Context: an optimization exercise on an open-source flow, tuned for small area and a short achievable clock period. The choices shown serve that exercise and are no tape-out recipe. Only simulation tests tie the RTL to the original design; equivalence was not proved. Power and IR drop assume default switching activity. The clock port is modelled as an ideal driver; clocking choices that lean on that would not hold on a real chip.

==> flow/design.v (excerpt) <==
module bcd_adder100_reg (
    input          clk,
    input  [399:0] a,
    input  [399:0] b,
    input          cin,
    output reg [399:0] sum,
    output reg         cout
);
Settings: LEC_CHECK=0, ABC_AREA=1, CAP_MARGIN=20, CORE_AREA=5 5 435 435, CTS_BUF_LIST=sky130_fd_sc_hd__clkbuf_16, DIE_AREA=0 0 440 440, SLEW_MARGIN=20; clock period 200.0 ns.
standard.sh (not shown) runs the stock make flow with config.mk's settings and CLKGATE_MAP_FILE= SYNTH_SCRIPT=/design/flow/synth_recipe.tcl, a recipe that flattens the netlist after the stock synthesis.
==> flow/flow/run.sh <==
#!/bin/bash
# Standard synthesis (for the register names), then the adder logic between
# the registers is replaced by the hand-mapped netlist from flow/gen.py (22
# slow digits, as SLOW_DIGITS in the RTL), and the standard layout runs on it
# with each digit's pins placed together around the die edge, smaller port
# buffers and a leaner clock tree.
set -euo pipefail
R=orfs/results/sky130hd/bcd_adder100_reg/base
bash standard.sh synth > synth.log 2>&1
cp $R/1_2_yosys.v std_1_2_yosys.v
python3 flow/gen.py $R/1_2_yosys.v 22 > gen.log 2>&1
rm -f $R/1_synth.odb $R/1_synth.sdc
# each digit's pins together, in digit order around the die edge
python3 flow/mkpins.py 440 $(pwd)/pins.tcl > pins.log 2>&1
bash standard.sh \
  "IO_CONSTRAINTS=$(pwd)/pins.tcl" \
  "BUFFER_PORTS_ARGS=-buffer_cell sky130_fd_sc_hd__buf_1" \
  "CTS_ARGS=-sink_clustering_enable -repair_clock_nets -buf_list sky130_fd_sc_hd__clkbuf_16 -dont_use_dummy_load -sink_clustering_size 32 -sink_clustering_max_diameter 140" \
  finish > finish.log 2>&1
==> flow/flow/mkpins.py <==
#!/usr/bin/env python3
"""Write place_pin commands that put each digit's pins together, in digit
order, around the die edge (bottom left->right, right bottom->top, top
right->left, left top->bottom).  Usage: mkpins.py DIE_SIZE OUT.tcl"""
import sys
D = float(sys.argv[1])
out = sys.argv[2]
M = 8.0            # keep clear of the corners
pins = ['cin']
for i in range(100):
    pins += ['a[%d]' % (4 * i + j) for j in range(4)]
    pins += ['b[%d]' % (4 * i + j) for j in range(4)]
    pins += ['sum[%d]' % (4 * i + j) for j in range(4)]
pins += ['cout']
# the clock in the middle of the bottom edge
pins.insert(len(pins) // 8, 'clk')
n = len(pins)
# pins per edge: the met3 (left/right) edges at two tracks (1.36 um) apart
nside = int((D - 2 * M) / 1.36) - 4
nbt = (n - 2 * nside + 1) // 2
counts = [nbt, nside, n - 2 * nside - nbt, nside]
lines = []
k = 0
for edge, cnt in enumerate(counts):
    L = D - 2 * M
    for j in range(cnt):
        t = (j + 0.5) * L / cnt
        p = pins[k]
        k += 1
        if edge == 0:
            x, y, layer = M + t, 0, 'met2'
        elif edge == 1:
            x, y, layer = D, M + t, 'met3'
        elif edge == 2:
            x, y, layer = D - M - t, D, 'met2'
        else:
            x, y, layer = 0, D - M - t, 'met3'
        if layer == 'met2':
            x = round((x - 0.23) / 0.46) * 0.46 + 0.23
        else:
            y = round((y - 0.34) / 0.68) * 0.68 + 0.34
        lines.append('place_pin -pin_name {%s} -layer %s -location {%.3f %.3f} -force_to_die_boundary' % (p, layer, x, y))
assert k == n
open(out, 'w').write('\n'.join(lines) + '\n')
Other scripts of this flow, unchanged in this note and not shown: flow/flow/gen.py
The starting point completed with no timing, DRC or antenna violations.
Next try:
--- a/flow/flow/run.sh
+++ b/flow/flow/run.sh
@@ -14 +14 @@
-python3 flow/mkpins.py 440 $(pwd)/pins.tcl > pins.log 2>&1
+python3 flow/mkpins.py 412 $(pwd)/pins.tcl > pins.log 2>&1
--- a/flow/config.mk
+++ b/flow/config.mk
@@ -10 +10 @@
-export CORE_AREA = 5 5 435 435
+export CORE_AREA = 5 5 407 407
@@ -12 +12 @@
-export DIE_AREA = 0 0 440 440
+export DIE_AREA = 0 0 412 412
Via count barely changes.
Wire length grows by 4.2%.
Synthesized area does not change.
Sequential power barely changes.
Design area drops by 0.79%.
Next try:
--- a/flow/flow/mkpins.py
+++ b/flow/flow/mkpins.py
@@ -11,3 +11,2 @@
-    pins += ['a[%d]' % (4 * i + j) for j in range(4)]
-    pins += ['b[%d]' % (4 * i + j) for j in range(4)]
-    pins += ['sum[%d]' % (4 * i + j) for j in range(4)]
+    for j in range(4):
+        pins += ['a[%d]' % (4 * i + j), 'b[%d]' % (4 * i + j), 'sum[%d]' % (4 * i + j)]
The new run went through all stages and came out clean.
Power is about the same.
Global-route usage stays flat.
Wire length went down by 0.35%.
Worst setup slack gets better by 0.0030 ns.
Die area is unchanged.
Sequential power hardly moves.
Final cell count stays flat.
Next try:
--- a/flow/flow/run.sh
+++ b/flow/flow/run.sh
@@ -14 +14 @@
-python3 flow/mkpins.py 412 $(pwd)/pins.tcl > pins.log 2>&1
+python3 flow/mkpins.py 380 $(pwd)/pins.tcl > pins.log 2>&1
@@ -18 +18 @@
-  "CTS_ARGS=-sink_clustering_enable -repair_clock_nets -buf_list sky130_fd_sc_hd__clkbuf_16 -dont_use_dummy_load -sink_clustering_size 32 -sink_clustering_max_diameter 140" \
+  "CTS_ARGS=-sink_clustering_enable -repair_clock_nets -buf_list sky130_fd_sc_hd__clkbuf_16 -dont_use_dummy_load -sink_clustering_size 30 -sink_clustering_max_diameter 100" \
--- a/flow/flow/mkpins.py
+++ b/flow/flow/mkpins.py
@@ -11,2 +11,3 @@
-    for j in range(4):
-        pins += ['a[%d]' % (4 * i + j), 'b[%d]' % (4 * i + j), 'sum[%d]' % (4 * i + j)]
+    pins += ['a[%d]' % (4 * i + j) for j in range(4)]
+    pins += ['b[%d]' % (4 * i + j) for j in range(4)]
+    pins += ['sum[%d]' % (4 * i + j) for j in range(4)]
--- a/flow/config.mk
+++ b/flow/config.mk
@@ -10 +10 @@
-export CORE_AREA = 5 5 407 407
+export CORE_AREA = 5 5 375 375
@@ -12 +12 @@
-export DIE_AREA = 0 0 412 412
+export DIE_AREA = 0 0 380 380
The changed run finished with timing, DRC and antenna clean.
Register-to-register slack gets worse by 0.71 ns.
Setup slack is worse by 0.022 ns.
Design area came out lower by 0.70%.
Utilization grows by 5.1 points.
Total power climbs by about 1.7%.
Critical path depth is unchanged.
Maximum frequency is about the same.
Cell count fell by about 6.4%.
Wire length climbs by 7.5%.
Clock skew rises by 0.016 ns.
Next try:
--- a/flow/flow/run.sh
+++ b/flow/flow/run.sh
@@ -14 +14 @@
-python3 flow/mkpins.py 380 $(pwd)/pins.tcl > pins.log 2>&1
+python3 flow/mkpins.py 412 $(pwd)/pins.tcl > pins.log 2>&1
--- a/flow/config.mk
+++ b/flow/config.mk
@@ -10 +10 @@
-export CORE_AREA = 5 5 375 375
+export CORE_AREA = 5 5 407 407
@@ -12 +12 @@
-export DIE_AREA = 0 0 380 380
+export DIE_AREA = 0 0 412 412
=> Via count goes down by 1.2%. Flip-flop and latch count does not change. Routed wire length goes down by 6.6%. Global-route usage goes down by 2.9 points. Cell count goes up by 6.8%. Combinational power is about the same. Cell area goes up by 0.84%. Sequential share of layout area goes down by 0.43 points. Die area goes up by 18%. Sequential power is about the same. Worst setup slack gains 0.023 ns.

---

bcd_adder100_reg, a different RTL version from the one above (not shown whole).
Size: about 2,400 cells after synthesis, roughly 1,200 I/O pins, ~0.039 sq mm of cells after synthesis.
export LEC_CHECK = 0
export ABC_AREA = 1
export CAP_MARGIN = 20
export CORE_AREA = 5 5 415 415
export CTS_BUF_LIST = sky130_fd_sc_hd__clkbuf_8
export DIE_AREA = 0 0 420 420
export SLEW_MARGIN = 20
create_clock -name core_clock -period 200.0 [get_ports {clk}]
==> flow/flow/run.sh <==
#!/bin/bash
# Standard synthesis (for the register names), then the adder logic between
# the registers is replaced by the hand-mapped netlist from flow/gen.py, and
# the standard layout runs on it with smaller port buffers and a leaner
# clock tree.
set -euo pipefail
R=orfs/results/sky130hd/bcd_adder100_reg/base
bash standard.sh synth > synth.log 2>&1
cp $R/1_2_yosys.v std_1_2_yosys.v
python3 flow/gen.py $R/1_2_yosys.v > gen.log 2>&1
rm -f $R/1_synth.odb $R/1_synth.sdc
bash standard.sh \
  "BUFFER_PORTS_ARGS=-buffer_cell sky130_fd_sc_hd__buf_1" \
  "CTS_ARGS=-sink_clustering_enable -repair_clock_nets -buf_list sky130_fd_sc_hd__clkbuf_16 -dont_use_dummy_load -sink_clustering_size 32 -sink_clustering_max_diameter 80" \
  finish > finish.log 2>&1
Other scripts of this flow, unchanged in this note and not shown: flow/flow/gen.py
Next try:
--- a/flow/flow/run.sh
+++ b/flow/flow/run.sh
@@ -14 +14 @@
-  "CTS_ARGS=-sink_clustering_enable -repair_clock_nets -buf_list sky130_fd_sc_hd__clkbuf_16 -dont_use_dummy_load -sink_clustering_size 32 -sink_clustering_max_diameter 80" \
+  "CTS_ARGS=-sink_clustering_enable -repair_clock_nets -buf_list {sky130_fd_sc_hd__clkbuf_4 sky130_fd_sc_hd__clkbuf_8} -dont_use_dummy_load -sink_clustering_size 16 -sink_clustering_max_diameter 80" \
Outcome:
- sequential power stays flat
- routed wire length goes up by 0.34%
- final cell count goes up by 0.47%
- die area stays the same
- via count stays flat
- core utilization goes down by 0.29 points
- non-clock buffer count stays the same
Next try:
--- a/flow/flow/run.sh
+++ b/flow/flow/run.sh
@@ -14 +14 @@
-  "CTS_ARGS=-sink_clustering_enable -repair_clock_nets -buf_list {sky130_fd_sc_hd__clkbuf_4 sky130_fd_sc_hd__clkbuf_8} -dont_use_dummy_load -sink_clustering_size 16 -sink_clustering_max_diameter 80" \
+  "CTS_ARGS=-sink_clustering_enable -repair_clock_nets -buf_list sky130_fd_sc_hd__clkbuf_16 -dont_use_dummy_load -sink_clustering_size 30 -sink_clustering_max_diameter 100" \
- CTS_BUF_LIST: sky130_fd_sc_hd__clkbuf_8 -> sky130_fd_sc_hd__clkbuf_16
- The changed run produced a clean layout
- fmax went up by 0.38%
- utilization hardly moves
- count of clock-buffer cells in the layout went down by 43
- setup slack gets better by 0.16 ns
- clock power barely changes
- total power barely changes
- register-to-register slack gets better by 0.14 ns

-- separate check: timing with driven ports --
How much do the figures lean on ideal ports? The routed layouts below were timed once more, with nothing changed but the port constraints. Step 1 sets driving cells, clkbuf_16 on the clock port and buf_2 on the other inputs (assumed; they add their load-dependent delay and slew). Step 2 adds t to the input delays and takes it off the output delays; t is the mean of the earliest and latest rising clock arrival at the registers after step 1. Input paths then give back, and output paths get back, about the clock's delay inside the block. a / b / c = ideal / step 1 / step 2; a / b = the first two.
run | t (ns) | setup slack, ns | cell pins on the clock port's net
the first run of note 1 | 0.690 | 158.788 / 158.736 / 159.425 | 1
the second run of note 1 | 0.668 | 158.791 / 158.740 / 159.408 | 1
the third run of note 1 | 0.664 | 158.794 / 158.741 / 159.405 | 1
the fourth run of note 1 | 0.655 | 158.772 / 158.721 / 159.377 | 1
the fifth run of note 1 | 0.672 | 158.795 / 158.740 / 159.413 | 1
the first run of note 2 | 0.721 | 158.710 / 158.637 / 159.358 | 1
the second run of note 2 | 0.873 | 158.558 / 158.489 / 159.362 | 1
the third run of note 2 | 0.711 | 158.715 / 158.637 / 159.348 | 1
After both steps every run listed still meets setup and hold.
